From an optimization exercise on the open Yosys and OpenROAD flow, aimed at small area, a short achievable clock period and few clock cycles per item; shortcuts taken in it are not production practice.
In this exercise RTL edits were held to simulation tests only and were not proved equivalent to the original.

==> design.v <==
module loop_compact(
    input           clk,
    input           rst_n,
    input           input_valid_i,
    input [63:0]    input_block_index_i,
    input [63:0]    din,
    output          input_ready_o,
    output          output_valid_o,
    output [255:0]  dout
    );
    localparam [255:0] SM3_IV    = 256'h7380166f4914b2b9172442d7da8a0600a96f30bc163138aae38dee4db0fb0e4e;
    localparam [31:0]  SM3_T0    = 32'h79cc4519;
    localparam [31:0]  SM3_T1_16 = 32'h9d8a7a87;    
    function [31:0] rotl;
        input [31:0] x;
        input integer n;
        begin
            rotl = (x << n) | (x >> (32 - n));
        end
    endfunction
    function [31:0] p0;
        input [31:0] x;
        begin
            p0 = x ^ rotl(x, 9) ^ rotl(x, 17);
        end
    endfunction
    function [31:0] p1;
        input [31:0] x;
        begin
            p1 = x ^ rotl(x, 15) ^ rotl(x, 23);
        end
    endfunction
    function [31:0] add;
        input [31:0] x;
        input [31:0] y;
        reg   [31:0] g, p, gn, pn;
        integer d, k;
        begin
            g = x & y;
            p = x ^ y;
            for (d = 1; d < 32; d = d * 2) begin
                gn = g;
                pn = p;
                for (k = 0; k < 32; k = k + 1) begin
                    if ((k / d) % 2 == 1) begin
                        gn[k] = g[k] | (p[k] & g[(k/d)*d-1]);
                        pn[k] = p[k] & p[(k/d)*d-1];
                    end
                end
                g = gn;
                p = pn;
            end
            add = (x ^ y) ^ {g[30:0], 1'b0};
        end
    endfunction
    function [31:0] csa_s;
        input [31:0] x;
        input [31:0] y;
        input [31:0] z;
        begin
            csa_s = x ^ y ^ z;
        end
    endfunction
    function [31:0] csa_c;
        input [31:0] x;
        input [31:0] y;
        input [31:0] z;
        begin
            csa_c = {(x[30:0] & y[30:0]) | (x[30:0] & z[30:0]) | (y[30:0] & z[30:0]), 1'b0};
        end
    endfunction
    function [31:0] add3;
        input [31:0] x;
        input [31:0] y;
        input [31:0] z;
        begin
            add3 = add(csa_s(x, y, z), csa_c(x, y, z));
        end
    endfunction
    function [31:0] add4;
        input [31:0] x;
        input [31:0] y;
        input [31:0] u;
        input [31:0] z;
        begin
            add4 = add3(csa_s(x, y, u), csa_c(x, y, u), z);
        end
    endfunction
    reg        run;       
    reg  [5:0] cnt;       
    reg        fin;       
    reg        ovalid;
    reg        idx0;      
    reg        ffsel;     
    wire accept = input_valid_i & input_ready_o;
    wire last   = (cnt == 6'd33);
    assign input_ready_o  = ~run | last;
    assign output_valid_o = ovalid;
    always @(posedge clk or negedge rst_n) begin
        if (~rst_n) begin
            run    <= 1'b0;
            cnt    <= 6'd0;
            fin    <= 1'b0;
            ovalid <= 1'b0;
        end else begin
            fin    <= run & last;
            ovalid <= fin;
            if (accept) begin
                run <= 1'b1;
                cnt <= 6'd0;
            end else begin
                if (last) run <= 1'b0;
                cnt <= cnt + 6'd1;
            end
        end
    end
    reg  [31:0] nw [0:15];
    wire [31:0] w16 = p1((~nw[0]) ^ (~nw[7]) ^ rotl((~nw[13]), 15)) ^ rotl((~nw[3]), 7) ^ (~nw[10]);
    wire [31:0] w17 = p1((~nw[1]) ^ (~nw[8]) ^ rotl((~nw[14]), 15)) ^ rotl((~nw[4]), 7) ^ (~nw[11]);
    wire        use_exp = run & (cnt >= 6'd7) & (cnt <= 6'd32);
    wire [31:0] in_hi = use_exp ? w16 : din[63:32];
    wire [31:0] in_lo = use_exp ? w17 : din[31:0];
    integer i;
    always @(posedge clk) begin
        for (i = 0; i < 14; i = i + 1) nw[i] <= nw[i+2];
        nw[14] <= ~in_hi;
        nw[15] <= ~in_lo;
    end
    reg  [31:0] nA, nB, nC, nD, nE, nF, nG, nH;    
    wire [31:0] A = ~nA, B = ~nB, C = ~nC, D = ~nD, E = ~nE, F = ~nF, G = ~nG, H = ~nH;
    reg  [31:0] V0, V1, V2, V3, V4, V5, V6, V7;
    reg  [31:0] T;        
    wire init = (cnt == 6'd1);    
    wire [255:0] start = idx0 ? SM3_IV : {V0, V1, V2, V3, V4, V5, V6, V7};
    wire [31:0] a12   = rotl(A, 12);
    wire [31:0] ss1a  = rotl(add3(E, T, a12), 7);
    wire [31:0] ss2a  = ss1a ^ a12;
    wire [31:0] ffa   = ffsel ? (A ^ B ^ C) : ((A & B) | (A & C) | (B & C));
    wire [31:0] gga   = ffsel ? (E ^ F ^ G) : ((E & F) | (~E & G));
    wire [31:0] tt1a  = add4(ffa, D, (~nw[10]) ^ (~nw[14]), ss2a);
    wire [31:0] tt2a  = add4(gga, H, (~nw[10]), ss1a);
    wire [31:0] A1 = tt1a, B1 = A, C1 = rotl(B, 9), D1 = C;
    wire [31:0] E1 = p0(tt2a), F1 = E, G1 = rotl(F, 19), H1 = G;
    wire [31:0] b12   = rotl(A1, 12);
    wire [31:0] ss1b  = rotl(add3(rotl(T, 1), b12, E1), 7);
    wire [31:0] ss2b  = ss1b ^ b12;
    wire [31:0] ffb   = ffsel ? (A1 ^ B1 ^ C1) : ((A1 & B1) | (A1 & C1) | (B1 & C1));
    wire [31:0] ggb   = ffsel ? (E1 ^ F1 ^ G1) : ((E1 & F1) | (~E1 & G1));
    wire [31:0] tt1b  = add4(D1, (~nw[11]) ^ (~nw[15]), ffb, ss2b);
    wire [31:0] tt2b  = add4(H1, (~nw[11]), ggb, ss1b);
    always @(posedge clk) begin
        if (accept) idx0 <= (input_block_index_i == 64'd0);
        if (init) begin
            {nA, nB, nC, nD, nE, nF, nG, nH} <= ~start;
            T     <= SM3_T0;
            ffsel <= 1'b1;
        end else begin
            nA <= ~tt1b;
            nB <= ~A1;
            nC <= ~rotl(B1, 9);
            nD <= ~C1;
            nE <= ~p0(tt2b);
            nF <= ~E1;
            nG <= ~rotl(F1, 19);
            nH <= ~G1;
            if (cnt == 6'd9) begin
                T     <= SM3_T1_16;
                ffsel <= 1'b0;
            end else begin
                T     <= rotl(T, 2);
            end
        end
        if (fin)
            {V0, V1, V2, V3, V4, V5, V6, V7} <= {V0 ^ A, V1 ^ B, V2 ^ C, V3 ^ D, V4 ^ E, V5 ^ F, V6 ^ G, V7 ^ H};
        else if (init & run & idx0)
            {V0, V1, V2, V3, V4, V5, V6, V7} <= SM3_IV;
    end
    assign dout = {V0, V1, V2, V3, V4, V5, V6, V7};
endmodule
==> flow/run.sh <==
#!/bin/bash
# Layout: the standard flow (standard.sh, with its synthesis unchanged and
# the settings of config.mk), with two changes to how the layout is made:
#  - the port buffers are buf_1 cells instead of the delay buffers that
#    buffer_ports picks by default (every port still gets its own buffer);
#  - clock tree synthesis clusters up to 20 sinks within 100 um per leaf
#    buffer and inserts no dummy loads.
# The make output goes to standard_flow.log; ORFS keeps each step's full log
# under orfs/logs/.
set -euo pipefail
bash standard.sh \
  "BUFFER_PORTS_ARGS=-buffer_cell sky130_fd_sc_hd__buf_1" \
  "CTS_ARGS=-sink_clustering_enable -repair_clock_nets -sink_clustering_size 20 -sink_clustering_max_diameter 100 -dont_use_dummy_load" \
  finish > standard_flow.log 2>&1
==> standard.sh <==
#!/bin/bash
# synth_recipe.tcl (not shown) runs the flow's synth.tcl, then flattens the netlist and writes it again
# the make line also repeats each setting of config.mk as NAME=value (left out here)
make -C /OpenROAD-flow-scripts/flow DESIGN_CONFIG=/design/flow/config.mk WORK_HOME=/design/flow/orfs CLKGATE_MAP_FILE= SYNTH_SCRIPT=/design/flow/synth_recipe.tcl "${@:-finish}"
==> config.mk <==
export PLATFORM = sky130hd
export DESIGN_NAME = loop_compact
export DESIGN_NICKNAME = loop_compact
export VERILOG_FILES = /design/flow/design.v
export SDC_FILE = /design/flow/constraint.sdc
export NUM_CORES = 4
export LEC_CHECK = 0
export ABC_AREA = 1
export CAP_MARGIN = 20
export CORE_MARGIN = 2
export CORE_UTILIZATION = 30
export SETUP_SLACK_MARGIN = 5
export SLEW_MARGIN = 20
==> constraint.sdc <==
create_clock -name core_clock -period 16.0 [get_ports {clk}]
set_input_delay 3.2000 -clock core_clock [delete_from_list [all_inputs] [get_ports {clk}]]
set_output_delay 3.2000 -clock core_clock [all_outputs]
set_load 0.01 [all_outputs]
==> summary.txt, run 1 <==
----------------------------------------------------
[Status]
  Status ... no timing/DRC/antenna violations

[Logic synthesis]
  EDFF count, synth ... 257
  Post-synthesis area per instance ... 10.3 um2
  Syn Std Cell Area ... 55600 um2
  Warnings, synthesis ... 2
  Async set-or-reset flop fraction in the synthesized netlist ... 0.843%
  Number of nets produced by synthesis ... 6104
  Count of cell types in the netlist ... 63
  Register bit total from synthesis ... 1067
  Most used flip-flop cell after synthesis ... sky130_fd_sc_hd__dfxtp_1
  Sequential cell area fraction in the yosys report ... 43.2%
  Cell count after synthesis ... 5392

[Job]
  Count of max-cap constraint violations ... 0

[Drt]
  Remaining number of nets flagged by the antenna check after routing ... 0
  Vias per std cell ... 5.01
  Routed length on met2 ... 114000 um
  Length of the first detailed-routing pass in iterations ... 6
  Highest signal layer in the routed design ... met5
  Post-detailed-route wirelength per cell ... 30.4 um
  Via count ... 42100
  Total wire length ... 255000 um
  Number of design-rule violations left by the first detailed-router iteration ... 4296
  Remaining routing DRC violations ... 0
  Metal-1 WL ... 102000 um
  Met3 wire length ... 20200 um

[Timing]
  Actual slew at the worst max-slew pin ... 1210 ps
  Final count of hold timing violations ... 0
  Relative slew margins ... 18.7%
  RSZ-0062 raised after global routing ... true
  Post-layout minimum cycle time ... 11530 ps
  Fin crit share ... 72.0%
  Number of setup violations in the final report ... 0
  Final-layout setup total negative slack ... 0 ps
  Worst-case clock skew ... 114 ps
  Maximum clock rate ... 86.7 MHz
  Pins over their slew limit ... 0

[Clock tree]
  TritonCTS buffer count ... 69
  Number of sinks driven by the clock tree ... 1067
  Hold buffer count at cts ... 0
  Clock-pin slew on the worst setup and hold paths ... 100 ps
  Clock root buffer ... sky130_fd_sc_hd__clkbuf_16
  H-tree depth reported by CTS ... 3
  Clock tree from TritonCTS ... yes
  Clock insertion delay at the later pin of the skew report ... 740 ps
  Clock tree buffer depth ... 3

[Layout]
  Area growth syn-to-layout ... 18.9%
  Filler cell count ... 18600
  Layout net count ... 6646
  Register ranked first by flip-flop count ... nw
  Fraction of layout instances using a drive strength above 1 ... 13.4%
  Commonest cells after routing, fill and taps aside ... 762 x sky130_fd_sc_hd__dfxtp_1, 615 x sky130_fd_sc_hd__inv_1, 552 x sky130_fd_sc_hd__nand2_1
  Non-Filler Instances ... 8404
  Number of flip-flops in the largest register ... 512
  Most common cell after layout, fill and taps aside ... sky130_fd_sc_hd__dfxtp_1

[Critical path]
  Crit Path Category ... reg -> reg
  Most repeated library cell on the critical path ... sky130_fd_sc_hd__nand2_4
  Master of the slowest instance on the critical path ... sky130_fd_sc_hd__dfxtp_4
  Buffers & Inverters on Critical Path ... 8
  Element type at the critical path end ... flop
  Critical path launch point type ... flop
  Peak fanout along the critical path ... 43
  Data required, critical path ... 16570 ps
  Arrival time at the worst endpoint ... 12100 ps
  Largest delay contributor family on the critical path ... adder cells
  Critical Path Max Stage Delay ... 770 ps

[Global routing]
  Overall overflow remaining after global route ... 0
  Overall track demand over capacity in global routing ... 26.5%
  Antenna violations before repair ... 15
  Maximum number of pins on one net before global-route repair ... 134
  Via count of the first global-routing pass ... 40300
  First-pass GRT wire length ... 339000 um

[Floorplan]
  Top-Level Pins ... 389
  Cell Rows ... 157
  Die width ... 434 um
  Die Area ... 189000 um2
  Starting density of the core ... 30.3%
  Area of the core region ... 183000 um2
  Chip height ... 434 um

[Placement]
  Port Buffer Count ... 388
  Placed cell count ... 8181
  Final HPWL DP ... 209000 um
  Routability congestion estimate from global placement ... 1.04

[Worst hold path]
  Class of the worst hold path ... reg -> reg

----------------------------------------------------
repair_timing:
item                                    4_1_cts  5_1_grt
endpoints found under the setup margin       64       62
resized for setup                           419      200
buffers inserted                            102       44
pin swaps                                   124      144
cells in the mapped netlist, types with 5 or more instances:
cell	instances	share of area (%)
sky130_fd_sc_hd__o21ai_1	13	0.12
sky130_fd_sc_hd__mux2i_1	47	0.85
sky130_fd_sc_hd__xor2_1	460	7.3
sky130_fd_sc_hd__xnor2_2	6	0.18
sky130_fd_sc_hd__a31o_2	5	0.079
sky130_fd_sc_hd__xor2_2	11	0.32
sky130_fd_sc_hd__a22oi_1	91	1.2
sky130_fd_sc_hd__o21ai_0	270	2.4
sky130_fd_sc_hd__nor2_1	242	1.6
sky130_fd_sc_hd__nor4_1	19	0.21
sky130_fd_sc_hd__a21oi_2	6	0.095
sky130_fd_sc_hd__o21bai_1	14	0.19
sky130_fd_sc_hd__clkbuf_1	106	0.72
sky130_fd_sc_hd__nand2_1	653	4.4
sky130_fd_sc_hd__a2bb2oi_1	24	0.38
sky130_fd_sc_hd__a21o_1	16	0.22
sky130_fd_sc_hd__buf_1	14	0.095
sky130_fd_sc_hd__fa_1	387	14
sky130_fd_sc_hd__edfxtp_1	257	14
sky130_fd_sc_hd__nor3_1	13	0.12
sky130_fd_sc_hd__a32oi_1	7	0.11
sky130_fd_sc_hd__xnor2_1	454	7.2
sky130_fd_sc_hd__dfxtp_1	801	29
sky130_fd_sc_hd__nand3_1	90	0.81
sky130_fd_sc_hd__nand4_1	15	0.17
sky130_fd_sc_hd__nand2_2	7	0.079
sky130_fd_sc_hd__ha_1	194	4.4
sky130_fd_sc_hd__o22ai_1	93	1.0
sky130_fd_sc_hd__dfrtp_1	9	0.41
sky130_fd_sc_hd__a31oi_1	5	0.056
sky130_fd_sc_hd__or2_2	28	0.32
sky130_fd_sc_hd__inv_1	673	4.5
sky130_fd_sc_hd__a21oi_1	311	2.8
metal layers:
metal	global-route usage, %	up-vias
li1	-	18400
met1	33.7	21200
met2	41.4	1964
met3	5.30	504
met4	16.6	20
met5	0	-
worst paths after layout:
kind	from	end	slack [ps]	cells after the start
min	nw[5][30]$_DFF_P_	nw[3][30]$_DFF_P_	260	0
min reg2reg	nw[5][30]$_DFF_P_	nw[3][30]$_DFF_P_	260	0
max	ffsel$_SDFFE_PP1P_	nE[13]$_DFF_P_	4470	46
max reg2reg	ffsel$_SDFFE_PP1P_	nE[13]$_DFF_P_	4470	46
max in group asynchronous	rst_n	cnt[2]$_DFF_PN0_	13160	1
min in group asynchronous	rst_n	ovalid$_DFF_PN0_	2450	1
per-stage QoR:
stage / setup slack [ps] / util [%] / hold WS [ps] / area (um2)
after floorplan: 5040 / - / 310 / 55600
after global placement: 1660 / 32.8 / 309 / 60200
after detailed placement: 1620 / 32.8 / 312 / 60200
after CTS: 4580 / 35.3 / 256 / 64700
after global routing: 4220 / 36.0 / 275 / 66100
final: 4470 / 36.0 / 257 / 66100
area by class of cell:
cell class / instances / area [um2] / share of cell area (%)
antenna: 8 / 20.0 / 0.0303
multi-input combinational: 3528 / 31400 / 47.5
clock buffer: 69 / 1730 / 2.61
sequential: 1067 / 24100 / 36.4
tap: 2464 / 3080 / 4.67
timing repair buffer: 592 / 3170 / 4.80
inverter: 676 / 2620 / 3.96
kinds of logic (layout without fill, tap and decap cells):
group	Yosys count	count (layout)	synth area share (%)
buf+inv	797	1337	5.39
other cells	0	8	0
simple gates	1088	1088	8.03
mux	47	47	0.847
compound gates	876	876	9.11
flops	1067	1067	43.2
fa+ha+maj	581	581	18.3
xor+xnor	936	936	15.1
Testbench counts, summed over its fixed seeds: cycles 13,080, items 384.
==> run 2, diff against run 1 <==
--- a/flow/run.sh
+++ b/flow/run.sh
@@ -12,3 +12,3 @@
   "BUFFER_PORTS_ARGS=-buffer_cell sky130_fd_sc_hd__buf_1" \
   "CTS_ARGS=-sink_clustering_enable -repair_clock_nets -sink_clustering_size 20 -sink_clustering_max_diameter 100 -dont_use_dummy_load" \
-  finish > standard_flow.log 2>&1
+  SETUP_SLACK_MARGIN=6 finish > standard_flow.log 2>&1
--- a/config.mk
+++ b/config.mk
@@ -10,4 +10,3 @@
 export CORE_MARGIN = 2
 export CORE_UTILIZATION = 30
-export SETUP_SLACK_MARGIN = 5
 export SLEW_MARGIN = 20
==> summary.txt, run 2 <==
----------------------------------------------------
[Layout]
  Share of the core filled with cells in the final layout ... 36.5% (+0.53 points)
  Most common cell after layout, fill and taps aside ... sky130_fd_sc_hd__dfxtp_1
  Fraction of layout instances using a drive strength above 1 ... 15.2% (+1.8 points)
  Commonest cells after routing, fill and taps aside ... 767 x sky130_fd_sc_hd__dfxtp_1, 600 x sky130_fd_sc_hd__inv_1, 541 x sky130_fd_sc_hd__nand2_1
  Number of flip-flops in the largest register ... 512 (unchanged)
  Layout net count ... 6695 (+0.74%)
  Register ranked first by flip-flop count ... nw
  Post-route design area ... 67100 um2 (+1.5%)
  Non-Filler Instances ... 8448 (+0.52%)
  Area growth syn-to-layout ... 20.7%

[Logic synthesis]
  Share of Yosys cell area claimed by the top area cell type ... 28.9% (unchanged)
  Warnings, synthesis ... 2 (unchanged)
  Count of cell types in the netlist ... 63 (unchanged)
  Cell count after synthesis ... 5392 (unchanged)
  Most used flip-flop cell after synthesis ... sky130_fd_sc_hd__dfxtp_1
  Most common cell in the netlist ... sky130_fd_sc_hd__dfxtp_1
  Sequential cell area fraction in the yosys report ... 43.2% (unchanged)
  Post-synthesis area per instance ... 10.3 um2 (unchanged)
  Commonest cells in the netlist ... 801 x sky130_fd_sc_hd__dfxtp_1, 673 x sky130_fd_sc_hd__inv_1, 653 x sky130_fd_sc_hd__nand2_1
  Biggest area contributors in the synthesized netlist ... sky130_fd_sc_hd__dfxtp_1 29%, sky130_fd_sc_hd__fa_1 14%, sky130_fd_sc_hd__edfxtp_1 14%
  EDFF count, synth ... 257 (unchanged)
  Register bit total from synthesis ... 1067 (unchanged)
  Cell accounting for the most synthesized area ... sky130_fd_sc_hd__dfxtp_1
  Syn Std Cell Area ... 55600 um2 (unchanged)
  Number of nets produced by synthesis ... 6104 (unchanged)
  Async set-or-reset flop fraction in the synthesized netlist ... 0.843% (unchanged)

[Placement]
  Placement Cell Area ... 60500 um2 (+0.56%)
  Final HPWL DP ... 209000 um (about the same)
  Port Buffer Count ... 388 (unchanged)
  Placed cell count ... 8175 (-0.073%)
  Routability congestion estimate from global placement ... 1.03 (-1.3%)
  Post-Place Worst Slack ... 2980 ps (+1360 ps)

[Timing]
  RSZ-0062 raised after global routing ... true
  Relative slew margins ... 7.30% (-11 points)
  Actual slew at the worst max-slew pin ... 1380 ps (+170 ps)
  Final-layout setup total negative slack ... 0 ps (unchanged)
  Pins over their slew limit ... 0 (unchanged)
  Worst-case clock skew ... 116 ps (+2.13 ps)
  Final Hold Slack ... 268 ps (+10.7 ps)
  Maximum clock rate ... 87.5 MHz (+0.86%)
  Final count of hold timing violations ... 0 (unchanged)
  Post-layout minimum cycle time ... 11430 ps (-98.7 ps)
  Fin crit share ... 71.4% (-0.62 points)
  Smallest setup slack after layout ... 4570 ps (+98.7 ps)
  Number of setup violations in the final report ... 0 (unchanged)

[Floorplan]
  Chip height ... 434 um (unchanged)
  Die width ... 434 um (unchanged)
  Top-Level Pins ... 389 (unchanged)
  Die Area ... 189000 um2 (unchanged)
  Area of the core region ... 183000 um2 (unchanged)
  Starting density of the core ... 30.3% (unchanged)
  Cell Rows ... 157 (unchanged)

[Clock tree]
  TritonCTS buffer count ... 68 (-1.4%)
  Clock tree buffer depth ... 3 (unchanged)
  H-tree depth reported by CTS ... 3 (unchanged)
  Clock root buffer ... sky130_fd_sc_hd__clkbuf_16
  Hold buffer count at cts ... 0 (unchanged)
  Number of sinks driven by the clock tree ... 1067 (unchanged)
  Clock insertion delay at the later pin of the skew report ... 740 ps (about the same)
  Clock-pin slew on the worst setup and hold paths ... 90 ps (about the same)
  Clock tree from TritonCTS ... yes

[Global routing]
  Via count of the first global-routing pass ... 40800 (+1.4%)
  Maximum number of pins on one net before global-route repair ... 134 (unchanged)
  First-pass GRT wire length ... 343000 um (+1.3%)
  Overall track demand over capacity in global routing ... 26.8% (+0.29 points)
  Antenna violations before repair ... 9 (-6)
  Overall overflow remaining after global route ... 0 (unchanged)

[Worst hold path]
  Class of the worst hold path ... reg -> reg

[Status]
  Status ... no timing/DRC/antenna violations

[Drt]
  Via count ... 42300 (+0.59%)
  Remaining routing DRC violations ... 0 (unchanged)
  Total wire length ... 258000 um (+0.95%)
  Post-detailed-route wirelength per cell ... 30.5 um (+0.42%)
  Vias per std cell ... 5.01 (about the same)
  Number of design-rule violations left by the first detailed-router iteration ... 4561 (+6.2%)
  Length of the first detailed-routing pass in iterations ... 6 (unchanged)
  Remaining number of nets flagged by the antenna check after routing ... 0 (unchanged)

[Critical path]
  Critical Path Max Stage Delay ... 930 ps (+160 ps)
  Element type at the critical path end ... flop
  Most repeated library cell on the critical path ... sky130_fd_sc_hd__nand2_2
  Data required, critical path ... 16500 ps (-70 ps)
  Buffers & Inverters on Critical Path ... 9 (+1)
  Critical path launch point type ... flop
  Peak fanout along the critical path ... 4 (-91%)
  Crit Path Category ... reg -> reg
  Largest delay contributor family on the critical path ... adder cells
  Arrival time at the worst endpoint ... 11930 ps (-170 ps)
  Master of the slowest instance on the critical path ... sky130_fd_sc_hd__fa_1

[Job]
  Count of max-cap constraint violations ... 0 (unchanged)

----------------------------------------------------
==> run 2: changes by cell type in the layout (fill, tap and decap cells not counted), moves of 10 or more <==
cell,delta
sky130_fd_sc_hd__buf_4,+42
sky130_fd_sc_hd__inv_2,+16
sky130_fd_sc_hd__inv_1,-15
sky130_fd_sc_hd__ha_1,-13
sky130_fd_sc_hd__nand3_2,+13
sky130_fd_sc_hd__nand3_1,-12
sky130_fd_sc_hd__nand2_1,-11
sky130_fd_sc_hd__xnor2_1,-11
sky130_fd_sc_hd__xnor2_4,+11
sky130_fd_sc_hd__nand2_4,+10
==> run 2: worst paths after layout <==
kind | cells after the start | to | slack [ps] | startpoint
worst max-delay path | 60 | nA[22]$_DFF_P_ | 4570 | nA[26]$_DFF_P_
worst min-delay path | 0 | nw[10][21]$_DFF_P_ | 270 | nw[12][21]$_DFF_P_
worst max register to register | 60 | nA[22]$_DFF_P_ | 4570 | nA[26]$_DFF_P_
worst min register to register | 0 | nw[10][21]$_DFF_P_ | 270 | nw[12][21]$_DFF_P_
max in group asynchronous | 1 | cnt[1]$_DFF_PN0_ | 13030 | rst_n
min in group asynchronous | 1 | cnt[4]$_DFF_PN0_ | 2520 | rst_n
==> run 2: timing repair <==
action                     in CTS  in global routing
pin swaps                     170                152
resized for setup             391                219
buffers inserted              143                 59
setup endpoints to repair      64                 63
==> run 2: layer usage <==
metal  share of wire (%)  routed length, um  vias up  GRT usage [%]
li1                    -                  -    18500              -
met1                  40             104000    21300           34.9
met2                  45             115000     2074           41.7
met3                 8.1              21000      471           4.98
met4                 6.9              17800       12           15.5
met5               0.031                 80        -              0
==> run 2: logic make-up after synthesis <==
group | after synthesis | synth area share, %
multiplexers | 47 | 0.847
XOR/XNOR | 936 | 15.1
flip-flops | 1067 | 43.2
AO/OA/AOI/OAI | 876 | 9.11
AND/OR/NAND/NOR | 1088 | 8.03
buffers and inverters | 797 | 5.39
adder cells (fa/ha/maj) | 581 | 18.3
==> run 2: cell type report <==
| cell class | instances | area, um2 |
|---|---|---|
| tap | 2464 | 3080 |
| sequential | 1067 | 24100 |
| antenna | 3 | 7.51 |
| clock buffer | 68 | 1700 |
| timing repair buffer | 642 | 3630 |
| fill | 18500 | 116000 |
| multi-input combinational | 3528 | 32000 |
| inverter | 676 | 2620 |

-- afterwards: timing with drivers on the ports --
How much do the figures lean on ideal ports? The routed layouts below were timed once more, with nothing changed but the port constraints. Step 1, drivers: a clkbuf_16 drives clk and a buf_2 each remaining input, both assumed. Step 2, shift: input delay + t, output delay - t, t = (earliest + latest rising clock arrival at the registers) / 2. This alone moves slack from input paths to output paths. Slacks: no drivers / after step 1 / after step 2; pairs: no drivers / after step 1.
run	t, ns	slack for setup (ns)	worst setup path at the end
run 1	0.765	4.472 / 4.472 / 4.472	register to register
run 2	0.758	4.571 / 4.571 / 4.571	register to register
After both steps setup and hold are still met in every run listed.
